Background: an optimization exercise with open tools, aiming at small area, a short achievable clock period and few clock cycles. Do not read the settings as production practice. RTL that was checked went through simulation tests only; none was proved equivalent to the original. Function not checked in run 1: the RTL went through the layout flow alone. In every run shown here, the design's own scripts or RTL, not TritonCTS, make the clock network. The flow treats the clock pin as an ideal source. Dropping or thinning the clock tree relies on that and would not hold on a real chip. No activity file was given, so power comes from the tool's default toggle rates.

$ cat flow/flow/run.sh
#!/bin/bash
# Standard layout, with plain buffers on the ports and a two-level clock tree
# (flow/mycts.tcl) in place of TritonCTS.
set -o pipefail
here=$(pwd)
echo 'export BUFFER_PORTS_ARGS = -buffer_cell sky130_fd_sc_hd__buf_2' >> config.mk
echo "export PRE_CTS_TCL = $here/flow/pre_cts.tcl" >> config.mk
bash standard.sh > standard.log 2>&1
$ cat flow/flow/mycts.tcl
# Two-level clock tree: one root buffer fed by the clock port, driving one
# leaf buffer per cluster of flip-flops (clusters by k-means on position).
proc mycts_build {} {
  set block [ord::get_db_block]
  set db [ord::get_db]
  set clk_port [$block findBTerm pcie_clk]
  set clk_net [$clk_port getNet]
  set master [$db findMaster sky130_fd_sc_hd__clkbuf_16]
  set sinks {}
  foreach it [$clk_net getITerms] { lappend sinks $it }
  set n [llength $sinks]
  set csize [expr {[info exists ::env(MYCTS_CLUSTER)] ? $::env(MYCTS_CLUSTER) : 28}]
  set k [expr {int(ceil(double($n) / $csize))}]
  # positions
  set xs {}; set ys {}
  foreach it $sinks {
    set inst [$it getInst]
    set bb [$inst getBBox]
    lappend xs [expr {([$bb xMin] + [$bb xMax]) / 2.0}]
    lappend ys [expr {([$bb yMin] + [$bb yMax]) / 2.0}]
  }
  # init centers: grid over bounding box
  set xmin [tcl::mathfunc::min {*}$xs]; set xmax [tcl::mathfunc::max {*}$xs]
  set ymin [tcl::mathfunc::min {*}$ys]; set ymax [tcl::mathfunc::max {*}$ys]
  set g [expr {int(ceil(sqrt($k)))}]
  set cx {}; set cy {}
  for {set i 0} {$i < $k} {incr i} {
    set gx [expr {$i % $g}]; set gy [expr {$i / $g}]
    lappend cx [expr {$xmin + ($gx + 0.5) * ($xmax - $xmin) / $g}]
    lappend cy [expr {$ymin + ($gy + 0.5) * ($ymax - $ymin) / $g}]
  }
  # balanced k-means: capacity-limited greedy assignment
  set cap [expr {int(ceil(double($n) / $k)) + 2}]
  for {set iter 0} {$iter < 25} {incr iter} {
    set pairs {}
    for {set s 0} {$s < $n} {incr s} {
      set x [lindex $xs $s]; set y [lindex $ys $s]
      for {set c 0} {$c < $k} {incr c} {
        set d [expr {abs($x - [lindex $cx $c]) + abs($y - [lindex $cy $c])}]
        lappend pairs [list $d $s $c]
      }
    }
    set pairs [lsort -real -index 0 $pairs]
    set asg [lrepeat $n -1]
    set cnt [lrepeat $k 0]
    set left $n
    foreach p $pairs {
      lassign $p d s c
      if {[lindex $asg $s] >= 0} continue
      if {[lindex $cnt $c] >= $cap} continue
      lset asg $s $c
      lset cnt $c [expr {[lindex $cnt $c] + 1}]
      incr left -1
      if {$left == 0} break
    }
    set sx [lrepeat $k 0.0]; set sy [lrepeat $k 0.0]
    for {set s 0} {$s < $n} {incr s} {
      set c [lindex $asg $s]
      lset sx $c [expr {[lindex $sx $c] + [lindex $xs $s]}]
      lset sy $c [expr {[lindex $sy $c] + [lindex $ys $s]}]
    }
    for {set c 0} {$c < $k} {incr c} {
      if {[lindex $cnt $c] > 0} {
        lset cx $c [expr {[lindex $sx $c] / [lindex $cnt $c]}]
        lset cy $c [expr {[lindex $sy $c] / [lindex $cnt $c]}]
      }
    }
  }
  set nr [expr {[info exists ::env(MYCTS_ROOTS)] ? $::env(MYCTS_ROOTS) : 4}]
  set mx [expr {[tcl::mathop::+ {*}$cx] / $k}]
  set my [expr {[tcl::mathop::+ {*}$cy] / $k}]
  set rgrp {}
  for {set c 0} {$c < $k} {incr c} {
    if {$nr == 1} { lappend rgrp 0; continue }
    set q [expr {([lindex $cx $c] >= $mx ? 1 : 0) + ([lindex $cy $c] >= $my ? 2 : 0)}]
    if {$nr == 2} { set q [expr {$q & 1}] }
    lappend rgrp $q
  }
  set rnets {}
  for {set r 0} {$r < 4} {incr r} {
    set members {}
    for {set c 0} {$c < $k} {incr c} { if {[lindex $rgrp $c] == $r} { lappend members $c } }
    if {[llength $members] == 0} { lappend rnets {}; continue }
    set rx 0.0; set ry 0.0
    foreach c $members { set rx [expr {$rx + [lindex $cx $c]}]; set ry [expr {$ry + [lindex $cy $c]}] }
    set rx [expr {int($rx / [llength $members])}]; set ry [expr {int($ry / [llength $members])}]
    set root [odb::dbInst_create $block $master clkroot_$r]
    $root setLocation $rx $ry
    $root setPlacementStatus PLACED
    set rnet [odb::dbNet_create $block clknet_root_$r]
    $rnet setSigType CLOCK
    [$root findITerm A] connect $clk_net
    [$root findITerm X] connect $rnet
    lappend rnets $rnet
  }
  for {set c 0} {$c < $k} {incr c} {
    set b [odb::dbInst_create $block $master clkleaf_$c]
    $b setLocation [expr {int([lindex $cx $c])}] [expr {int([lindex $cy $c])}]
    $b setPlacementStatus PLACED
    set lnet [odb::dbNet_create $block clknet_leaf_$c]
    $lnet setSigType CLOCK
    [$b findITerm A] connect [lindex $rnets [lindex $rgrp $c]]
    [$b findITerm X] connect $lnet
    lappend leafnets $lnet
  }
  for {set s 0} {$s < $n} {incr s} {
    set it [lindex $sinks $s]
    $it disconnect
    $it connect [lindex $leafnets [lindex $asg $s]]
  }
  puts "mycts: $n sinks, $k leaf buffers, cluster cap $cap"
}
$ cat flow/flow/pre_cts.tcl
# Replaces TritonCTS with the two-level tree of mycts.tcl.
source [file join [file dirname [info script]] mycts.tcl]
proc clock_tree_synthesis {args} { mycts_build }
$ cat flow/standard.sh
#!/bin/bash
# synth_recipe.tcl (not shown) runs the flow's synth.tcl, then flattens the netlist and writes it again
# the make line also repeats each setting of config.mk as NAME=value (left out here)
make -C /OpenROAD-flow-scripts/flow DESIGN_CONFIG=/design/flow/config.mk WORK_HOME=/design/flow/orfs CLKGATE_MAP_FILE= SYNTH_SCRIPT=/design/flow/synth_recipe.tcl "${@:-finish}"
$ cat flow/config.mk
export PLATFORM = sky130hd
export DESIGN_NAME = accelerator_mod
export DESIGN_NICKNAME = accelerator_mod
export VERILOG_FILES = /design/flow/design.v
export SDC_FILE = /design/flow/constraint.sdc
export NUM_CORES = 4
export LEC_CHECK = 0
export CAP_MARGIN = 20
export CORE_MARGIN = 2
export CORE_UTILIZATION = 40
export PLACE_DENSITY = 0.6
export SETUP_SLACK_MARGIN = 0.8
export SLEW_MARGIN = 20
export SYNTH_HIERARCHICAL = 1
export BUFFER_PORTS_ARGS = -buffer_cell sky130_fd_sc_hd__buf_2
export PRE_CTS_TCL = /design/flow/flow/pre_cts.tcl
$ cat flow/constraint.sdc
create_clock -name core_clock -period 2.8 [get_ports {pcie_clk}]
set_input_delay 0.5600 -clock core_clock [delete_from_list [all_inputs] [get_ports {pcie_clk}]]
set_output_delay 0.5600 -clock core_clock [all_outputs]
set_load 0.01 [all_outputs]
$ cat flow/design.v
module fifo_axi #(
    parameter DATA_WIDTH = 32,   
    parameter ADDR_WIDTH = 4     
)(
    input  wire                  clk,
    input  wire                  rst_n,
    input  wire [DATA_WIDTH-1:0] din,       
    input  wire                  hold,      
    input  wire                  push,      
    output reg                   full,
    output wire [DATA_WIDTH-1:0] dout_lo,   
    output wire [DATA_WIDTH-1:0] dout_hi,   
    input  wire                  pop,       
    output reg                   empty
);
  localparam DEPTH = (1 << ADDR_WIDTH);
  reg [DATA_WIDTH-1:0] fifo_mem [0:DEPTH-1];
  reg [DEPTH-1:0] tail;    
  reg [DEPTH-1:0] head;    
  reg one_left;            
  reg one_free;            
  wire [DEPTH-1:0] tail_nxt  = {tail[DEPTH-2:0], tail[DEPTH-1]};
  wire [DEPTH-1:0] head_nxt  = {head[DEPTH-2:0], head[DEPTH-1]};
  wire [DEPTH-1:0] head_nxt2 = {head[DEPTH-3:0], head[DEPTH-1:DEPTH-2]};
  wire [DEPTH-1:0] tail_nxt2 = {tail[DEPTH-3:0], tail[DEPTH-1:DEPTH-2]};
  wire two_left = |(head_nxt2 & tail);
  wire two_free = |(tail_nxt2 & head);
  wire [DEPTH-1:0] head_push = empty ? tail : head;
  wire [DEPTH-1:0] head_pop  = one_left ? {DEPTH{1'b0}} : head_nxt;
  wire [DATA_WIDTH-1:0] pair_n [0:DEPTH/2-1];
  genvar g;
  generate
    for (g = 0; g < DEPTH/2; g = g + 1) begin : g_pair
      fifo_aoi22 #(.W(DATA_WIDTH)) u_aoi (
          .a(fifo_mem[2*g]), .sa(head[2*g]),
          .b(fifo_mem[2*g+1]), .sb(head[2*g+1]),
          .y(pair_n[g]));
    end
  endgenerate
  fifo_nand4 #(.W(DATA_WIDTH)) u_lo (
      .a(pair_n[0]), .b(pair_n[1]), .c(pair_n[2]), .d(pair_n[3]), .y(dout_lo));
  fifo_nand4 #(.W(DATA_WIDTH)) u_hi (
      .a(pair_n[4]), .b(pair_n[5]), .c(pair_n[6]), .d(pair_n[7]), .y(dout_hi));
  generate
    for (g = 0; g < DEPTH; g = g + 1) begin : g_row
      always @(posedge clk) begin
        if (tail[g] && !hold && !full)
          fifo_mem[g] <= din;
      end
    end
  endgenerate
  always @(posedge clk) begin
    if (!rst_n) begin
      tail     <= {{(DEPTH-1){1'b0}}, 1'b1};
      head     <= {DEPTH{1'b0}};
      full     <= 1'b0;
      empty    <= 1'b1;
      one_left <= 1'b0;
      one_free <= 1'b0;
    end else if (push) begin
      tail     <= tail_nxt;
      head     <= head_push;
      empty    <= 1'b0;
      one_left <= empty;
      one_free <= two_free;
      full     <= one_free;
    end else if (pop) begin
      head     <= head_pop;
      full     <= 1'b0;
      one_free <= full;
      one_left <= two_left;
      empty    <= one_left;
    end
  end
endmodule
module fifo_aoi22 #(
    parameter W = 32
)(
    input  wire [W-1:0] a,
    input  wire         sa,
    input  wire [W-1:0] b,
    input  wire         sb,
    output wire [W-1:0] y
);
  assign y = ~((a & {W{sa}}) | (b & {W{sb}}));
endmodule
module fifo_nand4 #(
    parameter W = 32
)(
    input  wire [W-1:0] a,
    input  wire [W-1:0] b,
    input  wire [W-1:0] c,
    input  wire [W-1:0] d,
    output wire [W-1:0] y
);
  assign y = ~(a & b & c & d);
endmodule
module axi_pcie_fifo_accel #(
    parameter DATA_WIDTH  = 32,
    parameter ADDR_WIDTH  = 4,
    parameter ADDR_LSB    = 2       
)(
    input  wire         s_axi_aclk,
    input  wire         s_axi_aresetn,
    input  wire [31:0]  s_axi_awaddr,
    input  wire         s_axi_awvalid,
    output wire         s_axi_awready,
    input  wire [31:0]  s_axi_wdata,
    input  wire [3:0]   s_axi_wstrb,
    input  wire         s_axi_wvalid,
    output wire         s_axi_wready,
    output wire [1:0]   s_axi_bresp,
    output wire         s_axi_bvalid,
    input  wire         s_axi_bready,
    input  wire [31:0]  s_axi_araddr,
    input  wire         s_axi_arvalid,
    output wire         s_axi_arready,
    output wire [31:0]  s_axi_rdata,
    output wire [1:0]   s_axi_rresp,
    output wire         s_axi_rvalid,
    input  wire         s_axi_rready
);
  assign s_axi_bresp = 2'b00;
  assign s_axi_rresp = 2'b00;
  wire fifo_full;
  wire fifo_empty;
  wire [DATA_WIDTH-1:0] fifo_dout_lo;
  wire [DATA_WIDTH-1:0] fifo_dout_hi;
  reg awready;      
  reg wready;
  reg bvalid;
  reg aw_pend;      
  reg aw_push;      
  reg w_pend;       
  reg b_two;        
  wire aw_hs   = s_axi_awvalid && awready;
  wire w_hs    = s_axi_wvalid && wready;
  wire aw_have = aw_hs || aw_pend;
  wire w_have  = w_hs || w_pend;
  wire wr_done = aw_have && w_have;
  wire aw_is0  = (s_axi_awaddr[ADDR_LSB+1:ADDR_LSB] == 2'b00);
  wire p_aw    = awready && !fifo_full;
  wire p_w     = aw_pend && aw_push && wready && !fifo_full;
  wire push    = (s_axi_awvalid && aw_is0 && p_aw && (w_pend || (s_axi_wvalid && wready)))
              || (s_axi_wvalid && p_w);
  wire b_hs    = bvalid && s_axi_bready;
  wire aw_pend_n = aw_have && !w_have;
  wire w_pend_n  = w_have && !aw_have;
  wire b_one_n   = wr_done || (bvalid && !b_hs) || b_two;
  wire b_two_n   = wr_done ? (bvalid && !b_hs) || b_two : (b_two && !b_hs);
  wire awready_n = !aw_pend_n && !b_two_n;
  wire wready_n  = !w_pend_n && !b_two_n;
  always @(posedge s_axi_aclk) begin
    if (!s_axi_aresetn) begin
      aw_pend <= 1'b0;
      w_pend  <= 1'b0;
      b_two   <= 1'b0;
      bvalid  <= 1'b0;
      awready <= 1'b1;
      wready  <= 1'b1;
    end else begin
      aw_pend <= aw_pend_n;
      w_pend  <= w_pend_n;
      bvalid  <= b_one_n;
      b_two   <= b_two_n;
      awready <= awready_n;
      wready  <= wready_n;
    end
  end
  always @(posedge s_axi_aclk) begin
    if (aw_hs) aw_push <= aw_is0;
  end
  axi_reg1 #(.INIT(1'b1)) u_awready (.clk(s_axi_aclk), .rst_n(s_axi_aresetn), .d(awready_n), .q(s_axi_awready));
  axi_reg1 #(.INIT(1'b1)) u_wready  (.clk(s_axi_aclk), .rst_n(s_axi_aresetn), .d(wready_n),  .q(s_axi_wready));
  axi_reg1 #(.INIT(1'b0)) u_bvalid  (.clk(s_axi_aclk), .rst_n(s_axi_aresetn), .d(b_one_n),   .q(s_axi_bvalid));
  reg rvalid;      
  reg skid_v;      
  reg skid_pop;    
  reg skid_stat;   
  wire ar_hs   = s_axi_arvalid && !skid_v;
  wire ar_pop  = (s_axi_araddr[ADDR_LSB+1:ADDR_LSB] == 2'b01);
  wire ar_stat = (s_axi_araddr[ADDR_LSB+1:ADDR_LSB] == 2'b10);
  wire r_free  = !rvalid || s_axi_rready;
  wire r_load  = r_free && (skid_v || ar_hs);
  wire t_pop   = skid_v ? skid_pop : ar_pop;
  wire t_stat  = skid_v ? skid_stat : ar_stat;
  wire q_skid  = skid_v && skid_pop && !fifo_empty;
  wire q_ar    = !skid_v && !fifo_empty;
  wire fifo_pop = r_free && (q_skid || (q_ar && s_axi_arvalid && ar_pop));
  wire skid_v_n = skid_v ? !r_free : (ar_hs && !r_free);
  wire rvalid_n = r_load || !r_free;
  always @(posedge s_axi_aclk) begin
    if (!s_axi_aresetn) begin
      rvalid <= 1'b0;
      skid_v <= 1'b0;
    end else begin
      rvalid <= rvalid_n;
      skid_v <= skid_v_n;
    end
  end
  always @(posedge s_axi_aclk) begin
    if (ar_hs) begin
      skid_pop  <= ar_pop;
      skid_stat <= ar_stat;
    end
  end
  axi_reg1 #(.INIT(1'b1)) u_arready (.clk(s_axi_aclk), .rst_n(s_axi_aresetn), .d(!skid_v_n), .q(s_axi_arready));
  axi_reg1 #(.INIT(1'b0)) u_rvalid  (.clk(s_axi_aclk), .rst_n(s_axi_aresetn), .d(rvalid_n),  .q(s_axi_rvalid));
  wire s_pop  = r_load && t_pop;
  wire s_dead = r_load && t_pop && fifo_empty;
  wire s_stat = r_load && t_stat;
  wire [31:0] x_val = ({32{s_dead}} & 32'hDEAD_DEAD)
                    | {30'd0, s_stat && fifo_full, s_stat && fifo_empty};
  wire [31:0] n_lo, n_hi;
  wire [31:0] n_qx = ~(({32{!r_load}} & s_axi_rdata) | x_val);
  wire [31:0] rdata_d;
  axi_nand2s u_nlo (.a(fifo_dout_lo), .s(s_pop), .y(n_lo));
  axi_nand2s u_nhi (.a(fifo_dout_hi), .s(s_pop), .y(n_hi));
  axi_nand3  u_d   (.a(n_lo), .b(n_hi), .c(n_qx), .y(rdata_d));
  axi_rdata_reg u_rdata (.clk(s_axi_aclk), .d(rdata_d), .q(s_axi_rdata));
  fifo_axi #(
      .DATA_WIDTH(DATA_WIDTH),
      .ADDR_WIDTH(ADDR_WIDTH)
  ) fifo_inst (
      .clk(s_axi_aclk),
      .rst_n(s_axi_aresetn),
      .din(s_axi_wdata),
      .hold(w_pend),
      .push(push),
      .full(fifo_full),
      .dout_lo(fifo_dout_lo),
      .dout_hi(fifo_dout_hi),
      .pop(fifo_pop),
      .empty(fifo_empty)
  );
endmodule
module axi_rdata_reg (
    input  wire        clk,
    input  wire [31:0] d,
    output reg  [31:0] q
);
  always @(posedge clk) q <= d;
endmodule
module axi_reg1 #(
    parameter INIT = 1'b0
)(
    input  wire clk,
    input  wire rst_n,
    input  wire d,
    output reg  q
);
  always @(posedge clk) q <= rst_n ? d : INIT;
endmodule
module axi_nand2s (
    input  wire [31:0] a,
    input  wire        s,
    output wire [31:0] y
);
  assign y = ~(a & {32{s}});
endmodule
module axi_nand3 (
    input  wire [31:0] a,
    input  wire [31:0] b,
    input  wire [31:0] c,
    output wire [31:0] y
);
  assign y = ~(a & b & c);
endmodule
module accelerator_mod #(
   parameter DATA_W = 32,
   parameter ADDR_W = 4
)(
   input  wire            pcie_clk,           
   input  wire            pcie_rstn,
   input  wire [31:0]     pcie_axi_awaddr,
   input  wire            pcie_axi_awvalid,
   output wire            pcie_axi_awready,
   input  wire [31:0]     pcie_axi_wdata,
   input  wire [3:0]      pcie_axi_wstrb,
   input  wire            pcie_axi_wvalid,
   output wire            pcie_axi_wready,
   output wire [1:0]      pcie_axi_bresp,
   output wire            pcie_axi_bvalid,
   input  wire            pcie_axi_bready,
   input  wire [31:0]     pcie_axi_araddr,
   input  wire            pcie_axi_arvalid,
   output wire            pcie_axi_arready,
   output wire [31:0]     pcie_axi_rdata,
   output wire [1:0]      pcie_axi_rresp,
   output wire            pcie_axi_rvalid,
   input  wire            pcie_axi_rready
);
   axi_pcie_fifo_accel #(
      .DATA_WIDTH (DATA_W),
      .ADDR_WIDTH (ADDR_W)
   ) u_fifo_accel (
      .s_axi_aclk   (pcie_clk),
      .s_axi_aresetn(pcie_rstn),
      .s_axi_awaddr (pcie_axi_awaddr),
      .s_axi_awvalid(pcie_axi_awvalid),
      .s_axi_awready(pcie_axi_awready),
      .s_axi_wdata  (pcie_axi_wdata),
      .s_axi_wstrb  (pcie_axi_wstrb),
      .s_axi_wvalid (pcie_axi_wvalid),
      .s_axi_wready (pcie_axi_wready),
      .s_axi_bresp  (pcie_axi_bresp),
      .s_axi_bvalid (pcie_axi_bvalid),
      .s_axi_bready (pcie_axi_bready),
      .s_axi_araddr (pcie_axi_araddr),
      .s_axi_arvalid(pcie_axi_arvalid),
      .s_axi_arready(pcie_axi_arready),
      .s_axi_rdata  (pcie_axi_rdata),
      .s_axi_rresp  (pcie_axi_rresp),
      .s_axi_rvalid (pcie_axi_rvalid),
      .s_axi_rready (pcie_axi_rready)
   );
endmodule
==> results of run 1 <==
==> Yosys stat by module (local to each module, per instance), excerpt <==
| module | cells | copies in the design |
|---|---|---|
| axi_nand2s | 35 | 2 |
| axi_nand3 | 32 | 1 |
| axi_rdata_reg | 32 | 1 |
==> final timing paths <==
path                                                         start  cells past startpoint                                 end  slack (ns)
worst min register to register  u_fifo_accel.u_rdata.q[20]$_DFF_P_                      2  u_fifo_accel.u_rdata.q[20]$_DFF_P_        0.48
worst max register to register      u_fifo_accel.skid_v$_SDFF_PN0_                     10  u_fifo_accel.u_rdata.q[30]$_DFF_P_        0.88
worst min-delay path            u_fifo_accel.u_rdata.q[20]$_DFF_P_                      2  u_fifo_accel.u_rdata.q[20]$_DFF_P_        0.48
worst max-delay path                u_fifo_accel.skid_v$_SDFF_PN0_                     10  u_fifo_accel.u_rdata.q[30]$_DFF_P_        0.88
==> state kept, by name (all words and copies together) (netlist names), 16 cells and up <==
name                             count
u_fifo_accel.fifo_inst.head         16
u_fifo_accel.u_rdata.q              32
u_fifo_accel.fifo_inst.fifo_mem    512
u_fifo_accel.fifo_inst.tail         16
==> placed cells by master (no fill, tap or decap), drive strengths merged, types with 18 or more instances in the layout <==
cell type	n
nand2	81
buf	151
o21ai	23
nand4	67
and2	21
nor2b	23
a221oi	20
dfxtp	81
mux2i	18
clkbuf	26
edfxtp	515
nor2	25
nand3	36
a21oi	29
a22oi	262
==> area by class of cell <==
type / count / area, um2 / share of cell area [%]
timing repair buffer: 152 / 1420 / 5.78
sequential: 596 / 17100 / 69.6
antenna: 1 / 2.50 / 0.0102
tap: 696 / 871 / 3.54
inverter: 3 / 11.3 / 0.0458
multi-input combinational: 641 / 4520 / 18.4
buffer: 26 / 651 / 2.65
==> per-layer routing <==
metal | vias up | GRT usage (%)
li1 | 5499 | -
met5 | - | 0
met4 | 6 | 3.84
met2 | 520 | 32.6
met1 | 6439 | 27.9
met3 | 72 | 2.60
==> tightest hold or removal path, cell delays in order (launching register included) <==
cell and delay [ns]:
dfxtp_1 0.33, nand2_1 0.06, nand3_2 0.06
==> stage by stage <==
step / hold WS, ns / power, mW / instances
after CTS: 0.456 / 14.7 / 2112
after detailed placement: 0.452 / 11.4 / 2061
after global routing: 0.476 / 16.0 / 2114
final: 0.477 / 15.5 / 2115
after floorplan: 0.475 / 10.9 / 1314
after global placement: 0.461 / 11.4 / 2061
==> power groups by stage <==
stage	registers (mW)	clock network [mW]	logic, mW
2_1_floorplan	10.2	0	0.691
3_3_place_gp	10.3	0	1.10
3_5_place_dp	10.3	0	1.12
4_1_cts	10.3	3.14	1.26
5_1_grt	10.1	4.49	1.37
6_report	10.1	4.15	1.26
==> kinds of logic after synthesis <==
family,Yosys count
simple gates,264
buf+inv,79
compound gates,352
other cells,1
flops,596
mux,19
==> repair_timing <==
item,CTS,global route
pin swaps,20,2
gates resized for setup,74,4
cloned,10,0
setup endpoints to repair,66,43
buffers inserted,15,2
==> impl_metrics.json, run 1 <==
{
  "status": "timing/DRC/antenna clean",
  "track_usage_pct": 19.6,
  "synth_edf_count": 515,
  "drive_above_1_share_pct": 19.5,
  "gp_congestion": 0.740,
  "p_leak_nw": 7.98,
  "drc_errors": 0,
  "synth_top_family_by_area": "compound AO/OA/AOI/OAI gates",
  "rsz0062_at_grt": "no",
  "p_per_area_mw_per_mm2": 632,
  "setup_tns_ns": 0,
  "yosys-top-cells-area": "edfxtp_1, a22oi_1, dfxtp_1",
  "hold_violations": 0,
  "synth_warnings": 13,
  "clock.fmax_mhz": 522,
  "path_clk_slew_ns": 0.10,
  "num_rows": 85,
  "synth-seq-area-share_pct": 77.8,
  "portBuffers": 79,
  "p_sw_share_pct": 22.6,
  "drt-pass1-iter-count": 5,
  "layout_min_cycle_time_ns": 1.92,
  "die_h_um": 238,
  "synth_cell_types": 47,
  "cp_max_fo": 10,
  "synth-xor-area-share_pct": 0,
  "grt_max_degree": 47,
  "seq_power_share_pct": 65.1,
  "wl_met1_um": 24100,
  "synthAdderAreaFrac_pct": 0,
  "crit_path_start_kind": "register",
  "vias_per_cell": 5.93,
  "antenna_found_initial": 5,
  "wl_um": 56900,
  "synth_common_cells": "edfxtp_1, a22oi_1, dfxtp_1, nand2_1, nand4_1",
  "fin_crit_sh_pct": 68.4,
  "power.internal_mw": 12.0,
  "area_delta_synth_final_pct": 11.9,
  "worstPathRequired_ns": 3.10,
  "cts_hold_buffers": 0,
  "syn-cell-area_mm2": 0.0220,
  "dpl_cell_area_mm2": 0.0232,
  "path_cells": "or3b_4, and2_4, buf_4, buf_6, nor2_4, buf_12, buf_12, buf_16, nand2_1, nand3_1",
  "die-area_mm2": 0.0568,
  "routedWlPerCell_um": 26.9,
  "yosys.area.top_type": "edfxtp_1",
  "vias": 12500,
  "route.antenna.remaining_nets": 0,
  "synth_seq_cells": 596,
  "wl_met2_um": 27200,
  "clk_latency_ns": 0.39,
  "hpwlAfterDp_um": 30000,
  "slowest_stage": "or3b_4",
  "io_pins": 148,
  "syn_avg_cell_area_um2": 16.8,
  "die_w_um": 238,
  "setup_ws_ns": 0.884,
  "grt.overflow.total": 0,
  "cpMostUsedCell": "buf_12",
  "start_util_pct": 40.7,
  "critPathMaxStageDelay_ns": 0.37,
  "final_cell_area_mm2": 0.0246,
  "grt_pass1_vias": 12300,
  "worst_pin_slew_ns": 1.13,
  "yosysMostFrequentCell": "edfxtp_1",
  "power.share.clock_pct": 26.7,
  "ir_worst_vdd_mv": 0.354,
  "switching_power_mw": 3.51,
  "crit_buf_inv": 5,
  "relSlewSlack_pct": 24.6,
  "synth_flop_cell": "edfxtp_1",
  "netlist_instances": 1311,
  "setup_viol": 0,
  "p_comb_share_pct": 8.1,
  "wl_met3_um": 4290,
  "skew_ns": 0.0642,
  "grt_pass1_wl_um": 82900,
  "fill_cells": 4588,
  "worstSetupPathType": "register to register",
  "end_kind": "register",
  "synth_compound_area_share_pct": 12.1,
  "critical_path.top_delay_family": "simple AND/OR/NAND/NOR gates",
  "top_layer_used": "met5",
  "fp.coreArea_mm2": 0.0540,
  "drv_cap": 0,
  "drt_first_iter_violations": 1354,
  "synth_top_area_share_pct": 70.4,
  "synthSimpleGateAreaFrac_pct": 6.20,
  "synthMuxAreaShare_pct": 0.871,
  "slew_violations": 0,
  "async_reset_ff_share_pct": 0,
  "place_ws_ns": 0.419,
  "crit_arrival_ns": 2.21,
  "nets": 1527,
  "fin_util_pct": 45.5,
  "hold_path_class": "register to register"
}
==> inputs of run 2 (changes only) <==
--- a/flow/design.v
+++ b/flow/design.v
@@ -11,7 +11,9 @@
     output wire [DATA_WIDTH-1:0] dout_lo,   
     output wire [DATA_WIDTH-1:0] dout_hi,   
     input  wire                  pop,       
-    output reg                   empty
+    output reg                   empty,
+    output wire                  full_nx,
+    output wire                  empty_nx
 );
   localparam DEPTH = (1 << ADDR_WIDTH);
   reg [DATA_WIDTH-1:0] fifo_mem [0:DEPTH-1];
@@ -49,27 +51,27 @@
       end
     end
   endgenerate
+  assign full_nx  = rst_n && (push ? one_free : (!pop && full));
+  assign empty_nx = !rst_n || (push ? 1'b0 : (pop ? one_left : empty));
+  always @(posedge clk) begin
+    full  <= full_nx;
+    empty <= empty_nx;
+  end
   always @(posedge clk) begin
     if (!rst_n) begin
       tail     <= {{(DEPTH-1){1'b0}}, 1'b1};
       head     <= {DEPTH{1'b0}};
-      full     <= 1'b0;
-      empty    <= 1'b1;
       one_left <= 1'b0;
       one_free <= 1'b0;
     end else if (push) begin
       tail     <= tail_nxt;
       head     <= head_push;
-      empty    <= 1'b0;
       one_left <= empty;
       one_free <= two_free;
-      full     <= one_free;
     end else if (pop) begin
       head     <= head_pop;
-      full     <= 1'b0;
       one_free <= full;
       one_left <= two_left;
-      empty    <= one_left;
     end
   end
 endmodule
@@ -124,6 +126,8 @@
   assign s_axi_rresp = 2'b00;
   wire fifo_full;
   wire fifo_empty;
+  wire fifo_full_nx;
+  wire fifo_empty_nx;
   wire [DATA_WIDTH-1:0] fifo_dout_lo;
   wire [DATA_WIDTH-1:0] fifo_dout_hi;
   reg awready;      
@@ -139,9 +143,10 @@
   wire w_have  = w_hs || w_pend;
   wire wr_done = aw_have && w_have;
   wire aw_is0  = (s_axi_awaddr[ADDR_LSB+1:ADDR_LSB] == 2'b00);
-  wire p_aw    = awready && !fifo_full;
-  wire p_w     = aw_pend && aw_push && wready && !fifo_full;
-  wire push    = (s_axi_awvalid && aw_is0 && p_aw && (w_pend || (s_axi_wvalid && wready)))
+  reg p_aw_ws;      
+  reg p_aw_w;       
+  reg p_w;          
+  wire push    = (s_axi_awvalid && aw_is0 && (p_aw_ws || (s_axi_wvalid && p_aw_w)))
               || (s_axi_wvalid && p_w);
   wire b_hs    = bvalid && s_axi_bready;
   wire aw_pend_n = aw_have && !w_have;
@@ -167,8 +172,20 @@
       wready  <= wready_n;
     end
   end
+  wire aw_push_n = aw_hs ? aw_is0 : aw_push;
   always @(posedge s_axi_aclk) begin
-    if (aw_hs) aw_push <= aw_is0;
+    aw_push <= aw_push_n;
+  end
+  always @(posedge s_axi_aclk) begin
+    if (!s_axi_aresetn) begin
+      p_aw_ws <= 1'b0;
+      p_aw_w  <= 1'b1;
+      p_w     <= 1'b0;
+    end else begin
+      p_aw_ws <= awready_n && w_pend_n && !fifo_full_nx;
+      p_aw_w  <= awready_n && wready_n && !fifo_full_nx;
+      p_w     <= aw_pend_n && aw_push_n && wready_n && !fifo_full_nx;
+    end
   end
   axi_reg1 #(.INIT(1'b1)) u_awready (.clk(s_axi_aclk), .rst_n(s_axi_aresetn), .d(awready_n), .q(s_axi_awready));
   axi_reg1 #(.INIT(1'b1)) u_wready  (.clk(s_axi_aclk), .rst_n(s_axi_aresetn), .d(wready_n),  .q(s_axi_wready));
@@ -181,14 +198,13 @@
   wire ar_pop  = (s_axi_araddr[ADDR_LSB+1:ADDR_LSB] == 2'b01);
   wire ar_stat = (s_axi_araddr[ADDR_LSB+1:ADDR_LSB] == 2'b10);
   wire r_free  = !rvalid || s_axi_rready;
-  wire r_load  = r_free && (skid_v || ar_hs);
   wire t_pop   = skid_v ? skid_pop : ar_pop;
   wire t_stat  = skid_v ? skid_stat : ar_stat;
-  wire q_skid  = skid_v && skid_pop && !fifo_empty;
-  wire q_ar    = !skid_v && !fifo_empty;
+  reg q_skid;       
+  reg q_ar;         
   wire fifo_pop = r_free && (q_skid || (q_ar && s_axi_arvalid && ar_pop));
   wire skid_v_n = skid_v ? !r_free : (ar_hs && !r_free);
-  wire rvalid_n = r_load || !r_free;
+  wire rvalid_n = !r_free || skid_v || s_axi_arvalid;
   always @(posedge s_axi_aclk) begin
     if (!s_axi_aresetn) begin
       rvalid <= 1'b0;
@@ -198,21 +214,30 @@
       skid_v <= skid_v_n;
     end
   end
+  wire skid_pop_n = ar_hs ? ar_pop : skid_pop;
+  always @(posedge s_axi_aclk) begin
+    if (ar_hs) skid_stat <= ar_stat;
+    skid_pop <= skid_pop_n;
+  end
   always @(posedge s_axi_aclk) begin
-    if (ar_hs) begin
-      skid_pop  <= ar_pop;
-      skid_stat <= ar_stat;
+    if (!s_axi_aresetn) begin
+      q_skid <= 1'b0;
+      q_ar   <= 1'b0;
+    end else begin
+      q_skid <= skid_v_n && skid_pop_n && !fifo_empty_nx;
+      q_ar   <= !skid_v_n && !fifo_empty_nx;
     end
   end
   axi_reg1 #(.INIT(1'b1)) u_arready (.clk(s_axi_aclk), .rst_n(s_axi_aresetn), .d(!skid_v_n), .q(s_axi_arready));
   axi_reg1 #(.INIT(1'b0)) u_rvalid  (.clk(s_axi_aclk), .rst_n(s_axi_aresetn), .d(rvalid_n),  .q(s_axi_rvalid));
-  wire s_pop  = r_load && t_pop;
-  wire s_dead = r_load && t_pop && fifo_empty;
-  wire s_stat = r_load && t_stat;
+  wire hold   = !r_free;
+  wire s_pop  = r_free && t_pop;
+  wire s_dead = r_free && t_pop && fifo_empty;
+  wire s_stat = r_free && t_stat;
   wire [31:0] x_val = ({32{s_dead}} & 32'hDEAD_DEAD)
                     | {30'd0, s_stat && fifo_full, s_stat && fifo_empty};
   wire [31:0] n_lo, n_hi;
-  wire [31:0] n_qx = ~(({32{!r_load}} & s_axi_rdata) | x_val);
+  wire [31:0] n_qx = ~(({32{hold}} & s_axi_rdata) | x_val);
   wire [31:0] rdata_d;
   axi_nand2s u_nlo (.a(fifo_dout_lo), .s(s_pop), .y(n_lo));
   axi_nand2s u_nhi (.a(fifo_dout_hi), .s(s_pop), .y(n_hi));
@@ -231,7 +256,9 @@
       .dout_lo(fifo_dout_lo),
       .dout_hi(fifo_dout_hi),
       .pop(fifo_pop),
-      .empty(fifo_empty)
+      .empty(fifo_empty),
+      .full_nx(fifo_full_nx),
+      .empty_nx(fifo_empty_nx)
   );
 endmodule
 module axi_rdata_reg (
==> impl_metrics.json, run 2 <==
{
  "status": "timing/DRC/antenna clean",
  "synth_edf_count": 513,
  "grt_pass1_wl_um": 81100,
  "io_pins": 148,
  "crit_buf_inv": 2,
  "drive_above_1_share_pct": 16.5,
  "synth-seq-area-share_pct": 77.7,
  "relSlewSlack_pct": 26.4,
  "path_cells": "nor2_1, buf_4, and2_2, buf_12",
  "netlist_instances": 1322,
  "syn-cell-area_mm2": 0.0221,
  "grt_pass1_vias": 12200,
  "rsz0062_at_grt": "no",
  "place_ws_ns": 0.381,
  "p_leak_nw": 7.72,
  "grt.overflow.total": 0,
  "p_comb_share_pct": 7.1,
  "fin_crit_sh_pct": 64.5,
  "syn_avg_cell_area_um2": 16.7,
  "fill_cells": 4757,
  "worstPathRequired_ns": 2.84,
  "yosys-top-cells-area": "edfxtp_1, a22oi_1, dfxtp_1",
  "nets": 1523,
  "setup_tns_ns": 0,
  "setup_viol": 0,
  "largestRegisters": "u_fifo_accel.fifo_inst.fifo_mem (512), u_fifo_accel.u_rdata.q (32)",
  "synth_top_area_share_pct": 69.7,
  "critPathMaxStageDelay_ns": 0.54,
  "die_h_um": 239,
  "route.antenna.remaining_nets": 0,
  "synth_warnings": 13,
  "end_kind": "register",
  "largest_reg_flops": 512,
  "synth_common_cells": "edfxtp_1, a22oi_1, dfxtp_1",
  "critical_path.top_delay_family": "simple AND/OR/NAND/NOR gates",
  "hpwlAfterDp_um": 30600,
  "hold_violations": 0,
  "skew_ns": 0.0698,
  "synth_cell_types": 50,
  "fin_cells": 2120,
  "routedWlPerCell_um": 26.2,
  "ir_worst_vdd_mv": 0.351,
  "p_sw_share_pct": 21.9,
  "portBuffers": 79,
  "vias_per_cell": 5.83,
  "die_w_um": 239,
  "p_per_area_mw_per_mm2": 632,
  "power.share.clock_pct": 27.1,
  "worstSetupPathType": "register to register",
  "slew_violations": 0,
  "fp.coreArea_mm2": 0.0549,
  "layout_min_cycle_time_ns": 1.81,
  "layout_common_cells": "edfxtp_1, a22oi_1, nand2_1, buf_2, dfxtp_1",
  "synth_flop_cell": "edfxtp_1",
  "grt_max_degree": 38,
  "top_register": "u_fifo_accel.fifo_inst.fifo_mem",
  "synth_seq_cells": 601,
  "area_delta_synth_final_pct": 9.69,
  "yosys.area.top_type": "edfxtp_1",
  "setup_ws_ns": 0.994,
  "async_reset_ff_share_pct": 0,
  "die-area_mm2": 0.0571,
  "worst_pin_slew_ns": 1.10,
  "hold_path_class": "input pin to register",
  "num_rows": 86,
  "cp_max_fo": 21,
  "gp_congestion": 0.747,
  "antenna_found_initial": 4,
  "dp_cells": 2084,
  "slowest_stage": "and2_2",
  "drc_errors": 0,
  "drt-pass1-iter-count": 5,
  "yosysMostFrequentCell": "edfxtp_1",
  "track_usage_pct": 19.1,
  "final_common_cell": "edfxtp_1",
  "crit_path_start_kind": "register",
  "power.internal_mw": 12.0,
  "crit_arrival_ns": 1.85,
  "vias": 12400,
  "wl_um": 55600,
  "fin_util_pct": 44.2,
  "start_util_pct": 40.3,
  "drv_cap": 0,
  "drt_first_iter_violations": 1078,
  "clock.fmax_mhz": 554,
  "switching_power_mw": 3.35,
  "clk_latency_ns": 0.39,
  "seq_power_share_pct": 65.8,
  "path_clk_slew_ns": 0.09
}
[run 2: changes by cell type after synthesis, moves of 3 or more]
cell,change
mux2_2,+3
a221oi_2,+3
a31oi_1,+3
dfxtp_1,+7
[run 2: modules after synthesis, one instance, submodules excluded, excerpt]
module	area [um2]	times used	cells inside	flip-flops and latches
axi_nand2s	154	2	35	0
axi_nand3	160	1	32	0
axi_rdata_reg	641	1	32	32
[run 2: repair_timing]
action	CTS	global route
resized for setup	15	0
endpoints found under the setup margin	58	0
endpoints found under the hold margin	0	0
buffers inserted	7	0
hold buffers	0	0
[run 2: cells by family after synthesis]
family	count (synthesis)	share of synthesized area (%)
buffers and inverters	79	2.89
AOI/OAI and AO/OA	354	12.2
and+or+nand+nor	266	6.24
DFF	601	77.7
muxes	21	0.974
other	1	0.0170
[run 2: layout make-up]
type	count	area [um2]	share of cell area [%]
Buffer	26	651	2.68
Inverter	3	11.3	0.0465
Antenna cell	2	5.00	0.0206
Tap cell	704	881	3.63
Sequential cell	601	17200	70.9
Multi-Input combinational cell	645	4390	18.1
Timing Repair Buffer	139	1120	4.61
[run 2: final timing paths]
| kind | start | endpoint | slack [ns] | cells after the start |
|---|---|---|---|---|
| max | u_fifo_accel.fifo_inst.full$_DFF_P_ | u_fifo_accel.fifo_inst.fifo_mem[11][9]$_DFFE_PP_ | 0.99 | 4 |
| min | pcie_rstn | u_fifo_accel.u_wready.q$_SDFF_PN1_ | 0.49 | 2 |
| max reg2reg | u_fifo_accel.fifo_inst.full$_DFF_P_ | u_fifo_accel.fifo_inst.fifo_mem[11][9]$_DFFE_PP_ | 0.99 | 4 |
| min reg2reg | u_fifo_accel.u_rdata.q[17]$_DFF_P_ | u_fifo_accel.u_rdata.q[17]$_DFF_P_ | 0.49 | 2 |
[run 2: through the flow]
step | hold slack (ns) | cell area, um2 | power, mW
after floorplan | 0.443 | 22100 | 10.8
after global placement | 0.465 | 23400 | 11.3
after detailed placement | 0.474 | 23400 | 11.3
after CTS | 0.477 | 24200 | 14.5
after global routing | 0.512 | 24200 | 15.8
final | 0.489 | 24200 | 15.3
[run 2: metal layers]
metal  vias to the layer above  global-route usage, %  part of all wire (%)
met5                         -                      0                 0.076
met4                         6                   5.11                   3.0
met3                       100                   2.42                   7.0
met2                       447                   32.1                    48
met1                      6308                   26.4                    42
li1                       5500                      -                     -
[run 2: worst register-to-register path, cell delays in order (launching register included)]
cell and delay, ns:
dfxtp_1 0.35, nor2_1 0.11, buf_4 0.21, and2_2 0.54, buf_12 0.28
[run 2: power groups by stage]
stage,registers (mW),clock network (mW),logic (mW)
detailed placement,10.3,0,1.05
finish,10.1,4.15,1.08
floorplan,10.2,0,0.626
global route,10.1,4.49,1.19
global placement,10.3,0,1.04
CTS,10.3,3.16,1.09
Testbench counts of run 2, summed over its fixed seeds: cycles 5,881.
==> inputs of run 3 (changes only) <==
--- a/flow/config.mk
+++ b/flow/config.mk
@@ -9,7 +9,7 @@
 export CORE_MARGIN = 2
 export CORE_UTILIZATION = 40
 export PLACE_DENSITY = 0.6
-export SETUP_SLACK_MARGIN = 0.8
+export SETUP_SLACK_MARGIN = 1.1
 export SLEW_MARGIN = 20
 export SYNTH_HIERARCHICAL = 1
 export BUFFER_PORTS_ARGS = -buffer_cell sky130_fd_sc_hd__buf_2
==> impl_metrics.json, run 3 <==
{
  "drive_above_1_share_pct": 24.5,
  "antenna_found_initial": 3,
  "end_kind": "register",
  "syn_avg_cell_area_um2": 16.7,
  "worstSetupPathType": "register to register",
  "gp_congestion": 0.755,
  "synth_common_cells": "edfxtp_1, a22oi_1, dfxtp_1",
  "drc_errors": 0,
  "slew_violations": 0,
  "r2r-start": "u_fifo_accel.skid_v$_SDFF_PN0_",
  "wl_um": 59000,
  "nets": 1552,
  "endpoint": "u_fifo_accel.u_rdata.q[23]$_DFF_P_",
  "rsz0062_at_grt": "yes",
  "vias": 12900,
  "status": "timing/DRC/antenna clean",
  "hold_path_class": "register to register",
  "cp_max_fo": 8,
  "fill_cells": 4716,
  "synth_flop_cell": "edfxtp_1",
  "timing.rr.end": "u_fifo_accel.u_rdata.q[23]$_DFF_P_",
  "area_delta_synth_final_pct": 14.9,
  "largest_reg_flops": 512,
  "hold_violations": 0,
  "vias_per_cell": 6.02,
  "fp.coreArea_mm2": 0.0549,
  "grt_max_degree": 46,
  "drt-pass1-iter-count": 5,
  "crit_path_start_kind": "register",
  "largestRegisters": "u_fifo_accel.fifo_inst.fifo_mem (512), u_fifo_accel.u_rdata.q (32)",
  "synth_warnings": 13,
  "final_common_cell": "edfxtp_1",
  "yosys-top-cells-area": "edfxtp_1, a22oi_1, dfxtp_1",
  "relSlewSlack_pct": 44.3,
  "synth_seq_cells": 601,
  "drt_first_iter_violations": 1438,
  "num_rows": 86,
  "portBuffers": 79,
  "crit_arrival_ns": 1.99,
  "start_util_pct": 40.3,
  "die_h_um": 239,
  "yosysMostFrequentCell": "edfxtp_1",
  "setup_viol": 0,
  "synth-seq-area-share_pct": 77.7,
  "die-area_mm2": 0.0571,
  "final_cell_area_mm2": 0.0254,
  "path_clk_slew_ns": 0.10,
  "dp_cells": 2086,
  "yosys.area.top_type": "edfxtp_1",
  "async_reset_ff_share_pct": 0,
  "grt_pass1_vias": 12600,
  "netlist_instances": 1322,
  "track_usage_pct": 20.3,
  "skew_ns": 0.0522,
  "worstPathRequired_ns": 3.06,
  "clk_latency_ns": 0.38,
  "crit_start": "u_fifo_accel.skid_v$_SDFF_PN0_",
  "rrSetupSlack_ns": 1.07,
  "route.antenna.remaining_nets": 0,
  "setup_tns_ns": 0,
  "p_leak_nw": 8.49,
  "dpl_cell_area_mm2": 0.0235,
  "syn-cell-area_mm2": 0.0221,
  "drv_cap": 0,
  "routedWlPerCell_um": 27.5,
  "grt_pass1_wl_um": 85300,
  "layout_common_cells": "edfxtp_1, a22oi_1, buf_2, dfxtp_1, nand4_1",
  "io_pins": 148,
  "fin_crit_sh_pct": 61.6,
  "ir_worst_vdd_mv": 0.325,
  "worst_pin_slew_ns": 0.836,
  "fin_cells": 2147,
  "r2r_cells": 8,
  "grt.overflow.total": 0,
  "layout_min_cycle_time_ns": 1.73,
  "synth_top_area_share_pct": 69.7,
  "synth_cell_types": 50,
  "die_w_um": 239,
  "clock.fmax_mhz": 580,
  "p_per_area_mw_per_mm2": 616,
  "synth_edf_count": 513,
  "top_register": "u_fifo_accel.fifo_inst.fifo_mem",
  "diodes": 0,
  "hpwlAfterDp_um": 30600
}
## run 3: cell counts after synthesis
Identical to the previous run, type by type.
## run 3: Yosys stat by module (local to each module, per instance), a selection
module / flip-flops and latches / cell area (um2)
axi_rdata_reg: 32 / 641
axi_nand3: 0 / 160
axi_nand2s: 0 / 154
## run 3: repair_timing
item                       4_1_cts  5_1_grt
resized for setup              155       13
hold buffers                     0        0
pin swaps                       39        4
setup endpoints to repair       71       51
gates cloned                    12        0
buffers inserted                22        1
## run 3: cells by family (layout without fill, tap and decap cells)
kind of cell | Yosys count | count (layout) | synth area share (%)
DFF | 601 | 601 | 77.7
other | 1 | 4 | 0.0170
AOI/OAI and AO/OA | 354 | 354 | 12.2
muxes | 21 | 21 | 0.974
and+or+nand+nor | 266 | 266 | 6.24
buffers and inverters | 79 | 197 | 2.89
## run 3: layout make-up
cell class	count	area (um2)	share of cell area, %
buffer	26	651	2.56
inverter	3	11.3	0.0444
multi-input combinational	645	4900	19.3
sequential	601	17200	67.8
tap	704	881	3.47
timing repair buffer	168	1740	6.86
## run 3: worst min path at each step
stage	startpoint	endpoint	slack, ns	depth (start not counted)
2_1_floorplan	u_fifo_accel.aw_push$_DFF_P_	u_fifo_accel.aw_push$_DFF_P_	0.44	1
3_3_place_gp	u_fifo_accel.u_rdata.q[4]$_DFF_P_	u_fifo_accel.u_rdata.q[4]$_DFF_P_	0.45	2
3_5_place_dp	u_fifo_accel.u_rdata.q[29]$_DFF_P_	u_fifo_accel.u_rdata.q[29]$_DFF_P_	0.45	2
4_1_cts	u_fifo_accel.u_rdata.q[29]$_DFF_P_	u_fifo_accel.u_rdata.q[29]$_DFF_P_	0.45	2
5_1_grt	pcie_axi_araddr[2]	u_fifo_accel.skid_stat$_DFFE_PN_	0.50	2
6_report	u_fifo_accel.u_rdata.q[29]$_DFF_P_	u_fifo_accel.u_rdata.q[29]$_DFF_P_	0.47	2
## run 3: stage by stage
| step | hold WS, ns | setup slack [ns] | util, % | power, mW |
|---|---|---|---|---|
| floorplan | 0.443 | 0.680 | - | 10.8 |
| global placement | 0.453 | 0.517 | 42.7 | 11.3 |
| detailed placement | 0.451 | 0.520 | 42.7 | 11.4 |
| CTS | 0.451 | 0.761 | 46.1 | 14.8 |
| global route | 0.501 | 1.05 | 46.2 | 16.1 |
| finish | 0.473 | 1.07 | 46.2 | 15.6 |
## run 3: critical path: stages, from the launching register on
cell and delay [ns]:
dfxtp_2 0.37, or3b_4 0.44, a21oi_4 0.18, buf_12 0.15, buf_12 0.12, buf_6 0.10, buf_16 0.13, nand2_4 0.05
nand3_2 0.07
## run 3: routing by layer
metal | share of wire [%] | global-route usage [%] | vias to the layer above
li1 | - | - | 5549
met4 | 2.6 | 4.83 | 6
met2 | 46 | 32.1 | 558
met1 | 43 | 29.4 | 6719
met3 | 8.2 | 3.27 | 88
met5 | 0.054 | 0 | -
## run 3: power by group
part / switching (mW) / total [mW] / internal (mW) / leakage [nW]
Combinational: 0.838 / 1.39 / 0.549 / 2.79
Clock: 2.47 / 4.16 / 1.69 / 0.320
Sequential: 0.210 / 10.1 / 9.88 / 5.39
Total: 3.52 / 15.6 / 12.1 / 8.49
==> inputs of run 4 (changes only) <==
--- a/flow/config.mk
+++ b/flow/config.mk
@@ -7,8 +7,8 @@
 export LEC_CHECK = 0
 export CAP_MARGIN = 20
 export CORE_MARGIN = 2
-export CORE_UTILIZATION = 40
-export PLACE_DENSITY = 0.6
+export CORE_UTILIZATION = 75
+export PLACE_DENSITY = 0.82
 export SETUP_SLACK_MARGIN = 1.1
 export SLEW_MARGIN = 20
 export SYNTH_HIERARCHICAL = 1
==> impl_metrics.json, run 4 <==
{
  "track_usage_pct": 38.5,
  "worstSetupPathType": "register to register",
  "hold_violations": 0,
  "path_cells": "or3b_4, a21oi_4, buf_6, buf_12, buf_16, nand2_1, nand3_2",
  "routedWlPerCell_um": 32.6,
  "fin_crit_sh_pct": 60.4,
  "grt.overflow.total": 0,
  "drc_errors": 0,
  "hold_depth": 2,
  "worst-path-stages": 7,
  "fp.coreArea_mm2": 0.0289,
  "wl_met1_um": 20400,
  "p_per_area_mw_per_mm2": 622,
  "num_rows": 62,
  "synth_seq_cells": 601,
  "fin_cells": 1836,
  "io_pins": 148,
  "largest_reg_flops": 512,
  "grt_pass1_wl_um": 86300,
  "path_clk_slew_ns": 0.11,
  "die_h_um": 176,
  "clk_latency_ns": 0.37,
  "synth_flop_cell": "edfxtp_1",
  "hpwlAfterDp_um": 28000,
  "final_common_cell": "edfxtp_1",
  "synth-seq-area-share_pct": 77.7,
  "top_layer_used": "met5",
  "slew_violations": 0,
  "synth-xor-area-share_pct": 0,
  "clock.fmax_mhz": 591,
  "power.share.clock_pct": 26.3,
  "switching_power_mw": 3.51,
  "dpl_cell_area_mm2": 0.0229,
  "grt_pass1_vias": 13800,
  "totalPowerFinal_mw": 15.6,
  "setup_tns_ns": 0,
  "cts_hold_buffers": 0,
  "synth_top_family_by_area": "compound AO/OA/AOI/OAI gates",
  "p_leak_nw": 8.64,
  "grt_max_degree": 37,
  "end_kind": "register",
  "area_delta_synth_final_pct": 13.5,
  "die-area_mm2": 0.0308,
  "synth_common_cells": "edfxtp_1, a22oi_1, dfxtp_1",
  "wl_met3_um": 8060,
  "whs_ns": 0.482,
  "antenna_found_initial": 1,
  "r2r_cells": 7,
  "route.antenna.remaining_nets": 0,
  "setup_ws_ns": 1.11,
  "nets": 1561,
  "drt_first_iter_violations": 2248,
  "drv_cap": 0,
  "synth_cell_types": 50,
  "worst_pin_slew_ns": 0.756,
  "multi_input_area_mm2": 0.00498,
  "synthAdderAreaFrac_pct": 0,
  "layout_common_cells": "edfxtp_1, a22oi_1, buf_2, dfxtp_1, nand4_1",
  "dp_cells": 1753,
  "layout_min_cycle_time_ns": 1.69,
  "final_cell_area_mm2": 0.0251,
  "synthSimpleGateAreaFrac_pct": 6.24,
  "place_ws_ns": 0.325,
  "yosys.area.top_type": "edfxtp_1",
  "portBuffers": 79,
  "diodes": 0,
  "ir_worst_vdd_mv": 0.448,
  "crit_arrival_ns": 1.98,
  "vias_per_cell": 7.62,
  "die_w_um": 176,
  "async_reset_ff_share_pct": 0,
  "wl_met2_um": 28500,
  "synth_warnings": 13,
  "crit_path_start_kind": "register",
  "start_util_pct": 76.6,
  "vias": 14000,
  "cp_max_fo": 8,
  "skew_ns": 0.0493,
  "setup_viol": 0,
  "critPathMaxStageDelay_ns": 0.41,
  "wl_um": 59900,
  "seq_area_mm2": 0.0172,
  "synth_edf_count": 513,
  "relSlewSlack_pct": 49.6,
  "fin_util_pct": 86.9,
  "largestRegisters": "u_fifo_accel.fifo_inst.fifo_mem (512), u_fifo_accel.u_rdata.q (32)",
  "syn_avg_cell_area_um2": 16.7,
  "netlist_instances": 1322,
  "power.internal_mw": 12.1,
  "slowest_stage": "or3b_4",
  "p_sw_share_pct": 22.5,
  "rsz0062_at_grt": "yes",
  "yosys-top-cells-area": "edfxtp_1, a22oi_1, dfxtp_1",
  "hold_path_class": "input pin to register",
  "synth_compound_area_share_pct": 12.2,
  "crit_buf_inv": 3,
  "drt-pass1-iter-count": 6,
  "syn-cell-area_mm2": 0.0221,
  "drive_above_1_share_pct": 25.7,
  "critical_path.top_delay_family": "simple AND/OR/NAND/NOR gates",
  "top_register": "u_fifo_accel.fifo_inst.fifo_mem",
  "synthMuxAreaShare_pct": 0.974,
  "gp_congestion": 0.778,
  "worstPathRequired_ns": 3.09,
  "p_comb_share_pct": 8.6,
  "yosysMostFrequentCell": "edfxtp_1",
  "status": "timing/DRC/antenna clean",
  "fill_cells": 1147,
  "synth_top_area_share_pct": 69.7,
  "seq_power_share_pct": 65.1
}
run 4: cell counts after synthesis:
No cell type changed its count.
run 4: layout make-up:
type	instances	area share, %
plain buffers	26	2.59
inverters	3	0.0449
multi-input cells	646	19.9
flip-flops and latches	601	68.7
well taps	384	1.92
repair buffers	176	6.87
run 4: metal layers:
| layer | vias up | global-route usage (%) |
|---|---|---|
| met4 | 2 | 18.5 |
| met3 | 241 | 9.11 |
| met2 | 1344 | 60.7 |
| met1 | 6836 | 51.9 |
| li1 | 5571 | - |
| met5 | - | 0 |
run 4: modules after synthesis, one instance, submodules excluded, excerpt:
module,cell area (um2),times used,flops+latches
axi_rdata_reg,641,1,32
axi_nand3,160,1,0
axi_nand2s,154,2,0
run 4: worst paths after layout:
| check | startpoint | end | slack [ns] |
|---|---|---|---|
| setup / recovery | u_fifo_accel.skid_v$_SDFF_PN0_ | u_fifo_accel.u_rdata.q[28]$_DFF_P_ | 1.11 |
| hold reg to reg | u_fifo_accel.aw_push$_DFF_P_ | u_fifo_accel.aw_push$_DFF_P_ | 0.48 |
| setup reg to reg | u_fifo_accel.skid_v$_SDFF_PN0_ | u_fifo_accel.u_rdata.q[28]$_DFF_P_ | 1.11 |
| hold / removal | pcie_axi_araddr[2] | u_fifo_accel.skid_stat$_DFFE_PN_ | 0.48 |
run 4: cell families (layout without fill, tap and decap cells):
kind of cell | after synthesis | in the layout
muxes | 21 | 21
and+or+nand+nor | 266 | 266
AOI/OAI and AO/OA | 354 | 355
buffers and inverters | 79 | 205
other | 1 | 4
DFF | 601 | 601
run 4: power groups by stage:
stage | registers (mW) | logic (mW) | clock network [mW]
finish | 10.2 | 1.34 | 4.10
global route | 10.2 | 1.41 | 4.33
CTS | 10.3 | 1.26 | 3.16
detailed placement | 10.3 | 0.937 | 0
global placement | 10.3 | 0.905 | 0
floorplan | 10.2 | 0.634 | 0
run 4: timing repair:
item	CTS	global route
setup buffers	33	11
pin swaps	53	2
gates cloned	13	0
gates resized for setup	179	44
endpoints found under the setup margin	160	210
==> inputs of run 5 (changes only) <==
--- a/flow/config.mk
+++ b/flow/config.mk
@@ -7,9 +7,9 @@
 export LEC_CHECK = 0
 export CAP_MARGIN = 20
 export CORE_MARGIN = 2
-export CORE_UTILIZATION = 75
-export PLACE_DENSITY = 0.82
-export SETUP_SLACK_MARGIN = 1.1
+export CORE_UTILIZATION = 60
+export PLACE_DENSITY = 0.7
+export SETUP_SLACK_MARGIN = 1.3
 export SLEW_MARGIN = 20
 export SYNTH_HIERARCHICAL = 1
 export BUFFER_PORTS_ARGS = -buffer_cell sky130_fd_sc_hd__buf_2
==> impl_metrics.json, run 5 <==
{
  "power.internal_mw": 12.1,
  "clock.fmax_mhz": 584,
  "totalPowerFinal_mw": 15.7,
  "relSlewSlack_pct": 52.4,
  "busiest_layer": "met2",
  "layout_common_cells": "edfxtp_1, a22oi_1, buf_2, nand4_1, dfxtp_1",
  "p_leak_nw": 9.02,
  "fin_crit_sh_pct": 61.1,
  "vias_per_cell": 6.97,
  "syn-cell-area_mm2": 0.0221,
  "vias": 13700,
  "rsz0062_at_grt": "yes",
  "setup_tns_ns": 0,
  "nets": 1606,
  "fp.coreArea_mm2": 0.0364,
  "top_register": "u_fifo_accel.fifo_inst.fifo_mem",
  "ir_worst_vdd_mv": 0.458,
  "seq_power_share_pct": 64.7,
  "skew_ns": 0.0335,
  "gp_congestion": 0.762,
  "grt_pass1_vias": 12600,
  "syn_avg_cell_area_um2": 16.7,
  "critical_path.top_delay_family": "compound AO/OA/AOI/OAI gates",
  "setup_viol": 0,
  "grt.overflow.total": 0,
  "global_route.usage.met1_pct": 40.7,
  "wl_um": 61400,
  "io_pins": 148,
  "p_comb_share_pct": 8.9,
  "worstSetupPathType": "input pin to register",
  "async_reset_ff_share_pct": 0,
  "synth_cell_types": 50,
  "area_delta_synth_final_pct": 18.8,
  "critPathMaxStageDelay_ns": 0.21,
  "crit_arrival_ns": 1.96,
  "slowest_stage": "a22o_1",
  "clk_latency_ns": 0.36,
  "hold_path_class": "register to register",
  "grt_pass1_wl_um": 82600,
  "hold_violations": 0,
  "yosysMostFrequentCell": "edfxtp_1",
  "synth_common_cells": "edfxtp_1, a22oi_1, dfxtp_1",
  "synth_top_area_share_pct": 69.7,
  "die-area_mm2": 0.0384,
  "layout_min_cycle_time_ns": 1.71,
  "final_common_cell": "edfxtp_1",
  "drive_above_1_share_pct": 27.9,
  "yosys-top-cells-area": "edfxtp_1, a22oi_1, dfxtp_1",
  "largestRegisters": "u_fifo_accel.fifo_inst.fifo_mem (512), u_fifo_accel.u_rdata.q (32)",
  "route.antenna.remaining_nets": 0,
  "cpMostUsedCell": "buf_4",
  "drt_first_iter_violations": 1753,
  "drc_errors": 0,
  "p_sw_share_pct": 22.5,
  "track_usage_pct": 29.3,
  "end_kind": "register",
  "die_h_um": 196,
  "drv_cap": 0,
  "worstPathRequired_ns": 3.05,
  "crit_buf_inv": 4,
  "die_w_um": 196,
  "crit_path_start_kind": "input pin",
  "switching_power_mw": 3.52,
  "synth_seq_cells": 601,
  "grt_max_degree": 46,
  "worst_pin_slew_ns": 0.714,
  "start_util_pct": 60.6,
  "synth_edf_count": 513,
  "num_rows": 70,
  "slew_violations": 0,
  "status": "timing/DRC/antenna clean",
  "p_per_area_mw_per_mm2": 596,
  "drt-pass1-iter-count": 6,
  "portBuffers": 79,
  "path_cells": "buf_6, nor2b_4, a31oi_4, nor2_4, nor2_4, buf_4, buf_4, buf_4, a22o_1, o21ai_1, o21ba_1",
  "synth_flop_cell": "edfxtp_1",
  "synth_warnings": 13,
  "netlist_instances": 1322,
  "power.share.clock_pct": 26.4,
  "path_clk_slew_ns": 0.10,
  "yosys.area.top_type": "edfxtp_1",
  "met3_usage_pct": 4.85,
  "synth-seq-area-share_pct": 77.7,
  "routedWlPerCell_um": 31.2,
  "met2_usage_pct": 47.5,
  "antenna_found_initial": 2,
  "hpwlAfterDp_um": 26500,
  "cp_max_fo": 3,
  "fin_util_pct": 72.0,
  "largest_reg_flops": 512
}
-- run 5: cell counts after synthesis --
No cell type changed its count.
-- run 5: cells by family (layout without fill, tap and decap cells) --
kind of cell,count (synthesis),after routing,synth area share (%)
AO/OA/AOI/OAI,354,354,12.2
flip-flops,601,601,77.7
buffers and inverters,79,241,2.89
multiplexers,21,21,0.974
other,1,6,0.0170
AND/OR/NAND/NOR,266,276,6.24
-- run 5: worst register-to-register path: stages, from the launching register on --
cell	delay [ns]
dfxtp_4	0.37
or3b_4	0.41
a211oi_4	0.31
buf_6	0.20
clkbuf_16	0.20
a21oi_2	0.05
nand3_2	0.07
-- run 5: per-module statistics from Yosys, one instance, submodules excluded, excerpt --
module,area [um2],cells,flops+latches,copies in the design
axi_nand3,160,32,0,1
axi_nand2s,154,35,0,2
axi_rdata_reg,641,32,32,1
-- run 5: final timing paths --
| check | end | cells after the start | from | slack, ns |
|---|---|---|---|---|
| worst max-delay path | u_fifo_accel.fifo_inst.one_left$_SDFFE_PN0P_ | 11 | pcie_axi_araddr[2] | 1.09 |
| worst min-delay path | u_fifo_accel.u_rdata.q[13]$_DFF_P_ | 2 | u_fifo_accel.u_rdata.q[13]$_DFF_P_ | 0.49 |
| worst max register to register | u_fifo_accel.u_rdata.q[15]$_DFF_P_ | 6 | u_fifo_accel.skid_v$_SDFF_PN0_ | 1.11 |
| worst min register to register | u_fifo_accel.u_rdata.q[13]$_DFF_P_ | 2 | u_fifo_accel.u_rdata.q[13]$_DFF_P_ | 0.49 |
-- run 5: per-stage QoR --
step	std cells	area (um2)	setup slack, ns	hold WS (ns)
2_1_floorplan	1325	22200	0.696	0.443
3_3_place_gp	1826	22900	0.489	0.459
3_5_place_dp	1826	22900	0.446	0.457
4_1_cts	1921	25000	0.828	0.455
5_1_grt	1967	26200	1.05	0.489
6_report	1967	26200	1.09	0.487
-- run 5: final cells by class --
| type | instances | area, um2 |
|---|---|---|
| flip-flops and latches | 601 | 17200 |
| fillers | 2185 | 10200 |
| diodes | 2 | 5.00 |
| multi-input cells | 655 | 5090 |
| inverters | 3 | 11.3 |
| plain buffers | 26 | 651 |
| well taps | 468 | 586 |
| repair buffers | 212 | 2670 |
-- run 5: timing repair --
action / CTS / global route
gates resized for setup: 81 / 150
endpoints found under the setup margin: 518 / 506
pin swaps: 14 / 20
gates cloned: 18 / 20
setup buffers: 51 / 24
hold buffers: 0 / 0
-- run 5: power by group through the flow --
stage | clock network [mW] | registers [mW] | logic [mW]
after floorplan | 0 | 10.2 | 0.637
after global placement | 0 | 10.3 | 0.960
after detailed placement | 0 | 10.3 | 0.980
after CTS | 3.16 | 10.3 | 1.17
after global routing | 4.42 | 10.1 | 1.48
final | 4.13 | 10.1 | 1.40
-- run 5: layer usage --
layer | vias up | part of all wire [%] | wire length, um
met5 | - | 0 | 0
met4 | 0 | 4.2 | 2610
met3 | 163 | 10 | 6370
met2 | 909 | 48 | 29300
met1 | 6945 | 38 | 23100
li1 | 5693 | - | -
==> inputs of run 6 (changes only) <==
--- a/flow/config.mk
+++ b/flow/config.mk
@@ -9,7 +9,7 @@
 export CORE_MARGIN = 2
 export CORE_UTILIZATION = 60
 export PLACE_DENSITY = 0.7
-export SETUP_SLACK_MARGIN = 1.3
+export SETUP_SLACK_MARGIN = 1.0
 export SLEW_MARGIN = 20
 export SYNTH_HIERARCHICAL = 1
 export BUFFER_PORTS_ARGS = -buffer_cell sky130_fd_sc_hd__buf_2
==> impl_metrics.json, run 6 <==
{
  "setup_viol": 0,
  "p_leak_nw": 8.47,
  "grt_max_degree": 37,
  "top_register": "u_fifo_accel.fifo_inst.fifo_mem",
  "ir_worst_vdd_mv": 0.487,
  "area_delta_synth_final_pct": 13.0,
  "largestRegisters": "u_fifo_accel.fifo_inst.fifo_mem (512), u_fifo_accel.u_rdata.q (32)",
  "hpwlAfterDp_um": 28500,
  "track_usage_pct": 29.2,
  "whs_ns": 0.475,
  "critical_path.top_delay_family": "flip-flops",
  "drive_above_1_share_pct": 23.6,
  "async_reset_ff_share_pct": 0,
  "setup_ws_ns": 1.02,
  "yosys.area.top_type": "edfxtp_1",
  "crit_arrival_ns": 2.07,
  "num_rows": 70,
  "layout_common_cells": "edfxtp_1, a22oi_1, buf_2, dfxtp_1, nand4_1",
  "synth_top_area_share_pct": 69.7,
  "yosysMostFrequentCell": "edfxtp_1",
  "fill_cells": 2376,
  "worstSetupPathType": "register to register",
  "routedWlPerCell_um": 29.8,
  "synth_warnings": 13,
  "antenna_found_initial": 2,
  "die_w_um": 196,
  "drt-pass1-iter-count": 5,
  "die_h_um": 196,
  "layout_min_cycle_time_ns": 1.78,
  "fin_util_pct": 68.6,
  "clk_latency_ns": 0.38,
  "fin_crit_sh_pct": 63.6,
  "netlist_instances": 1322,
  "largest_reg_flops": 512,
  "synth_flop_cell": "edfxtp_1",
  "slowest_stage": "dfxtp_2",
  "nets": 1543,
  "hold_path_class": "register to register",
  "drc_errors": 0,
  "syn_avg_cell_area_um2": 16.7,
  "cp_max_fo": 36,
  "fin_cells": 1904,
  "status": "timing/DRC/antenna clean",
  "slew_violations": 0,
  "worst_pin_slew_ns": 1.08,
  "path_cells": "a22oi_1, nand4_1, nand2_2, nand3_1",
  "vias": 13000,
  "synth_common_cells": "edfxtp_1, a22oi_1, dfxtp_1",
  "crit_buf_inv": 0,
  "drv_cap": 0,
  "power.internal_mw": 12.1,
  "route.antenna.remaining_nets": 0,
  "rsz0062_at_grt": "yes",
  "synth_seq_cells": 601,
  "io_pins": 148,
  "synth-seq-area-share_pct": 77.7,
  "start_util_pct": 60.6,
  "die-area_mm2": 0.0384,
  "p_per_area_mw_per_mm2": 622,
  "yosys-top-cells-area": "edfxtp_1, a22oi_1, dfxtp_1",
  "crit_path_start_kind": "register",
  "p_sw_share_pct": 22.2,
  "end_kind": "register",
  "critPathMaxStageDelay_ns": 1.06,
  "vias_per_cell": 6.83,
  "clock.fmax_mhz": 562,
  "synth_edf_count": 513,
  "setup_tns_ns": 0,
  "gp_congestion": 0.762,
  "skew_ns": 0.0691,
  "hold_violations": 0
}
[run 6: per-module statistics from Yosys (local to each module, per instance), a selection]
| module | times used | cells |
|---|---|---|
| axi_nand2s | 2 | 35 |
| axi_nand3 | 1 | 32 |
| axi_rdata_reg | 1 | 32 |
[run 6: cell families after synthesis]
logic type | count (synthesis) | share of synthesized area [%]
buffers and inverters | 79 | 2.89
other | 1 | 0.0170
DFF | 601 | 77.7
muxes | 21 | 0.974
AOI/OAI and AO/OA | 354 | 12.2
and+or+nand+nor | 266 | 6.24
[run 6: power groups by stage]
stage          Combinational (mW)  Sequential, mW  Clock, mW
2_1_floorplan               0.633            10.2          0
3_3_place_gp                 1.01            10.3          0
3_5_place_dp                 1.03            10.3          0
4_1_cts                      1.33            10.3       3.16
5_1_grt                      1.43            10.1       4.41
6_report                     1.35            10.1       4.09
[run 6: per-layer routing]
layer  up-vias  routed length [um]  global-route usage [%]
met5         -                   0                       0
met4         0                1140                    5.72
met3        91                5330                    3.71
met2       755               27000                    47.7
met1      6617               23400                    43.3
li1       5544                   -                       -
[run 6: timing repair]
| item | in CTS | in global routing |
|---|---|---|
| gates resized for setup | 163 | 1 |
| gates cloned | 12 | 0 |
| setup buffers | 20 | 0 |
| setup endpoints to repair | 74 | 20 |
| hold buffers | 0 | 0 |
| pin swaps | 32 | 0 |
[run 6: metrics by stage]
stage	power (mW)	area, um2
3_5_place_dp	11.3	23100
4_1_cts	14.8	25000
3_3_place_gp	11.3	23100
6_report	15.5	25000
2_1_floorplan	10.8	22200
5_1_grt	15.9	25000
[run 6: cell type report]
class	count	area (um2)	share of cell area, %
multi-input cells	645	4860	19.5
inverters	3	11.3	0.0451
plain buffers	26	651	2.60
diodes	2	5.00	0.0200
flip-flops and latches	601	17200	68.8
repair buffers	159	1680	6.71
well taps	468	586	2.34
[run 6: worst paths after layout]
path                                          startpoint                           endpoint  slack, ns  cells past startpoint
min reg2reg                 u_fifo_accel.aw_push$_DFF_P_       u_fifo_accel.aw_push$_DFF_P_       0.47                      1
max reg2reg  u_fifo_accel.fifo_inst.head[4]$_SDFFE_PN0P_  u_fifo_accel.u_rdata.q[6]$_DFF_P_       1.02                      4
max          u_fifo_accel.fifo_inst.head[4]$_SDFFE_PN0P_  u_fifo_accel.u_rdata.q[6]$_DFF_P_       1.02                      4
min                         u_fifo_accel.aw_push$_DFF_P_       u_fifo_accel.aw_push$_DFF_P_       0.47                      1

Re-timed with assumed drivers on the ports (clkbuf_16 on the clock, buf_2 on other inputs), run 6 has 1.021 ns of setup slack against 1.020 ns with ideal ports, and 0.720 ns once port delays also move by the mid clock arrival of 0.474 ns.
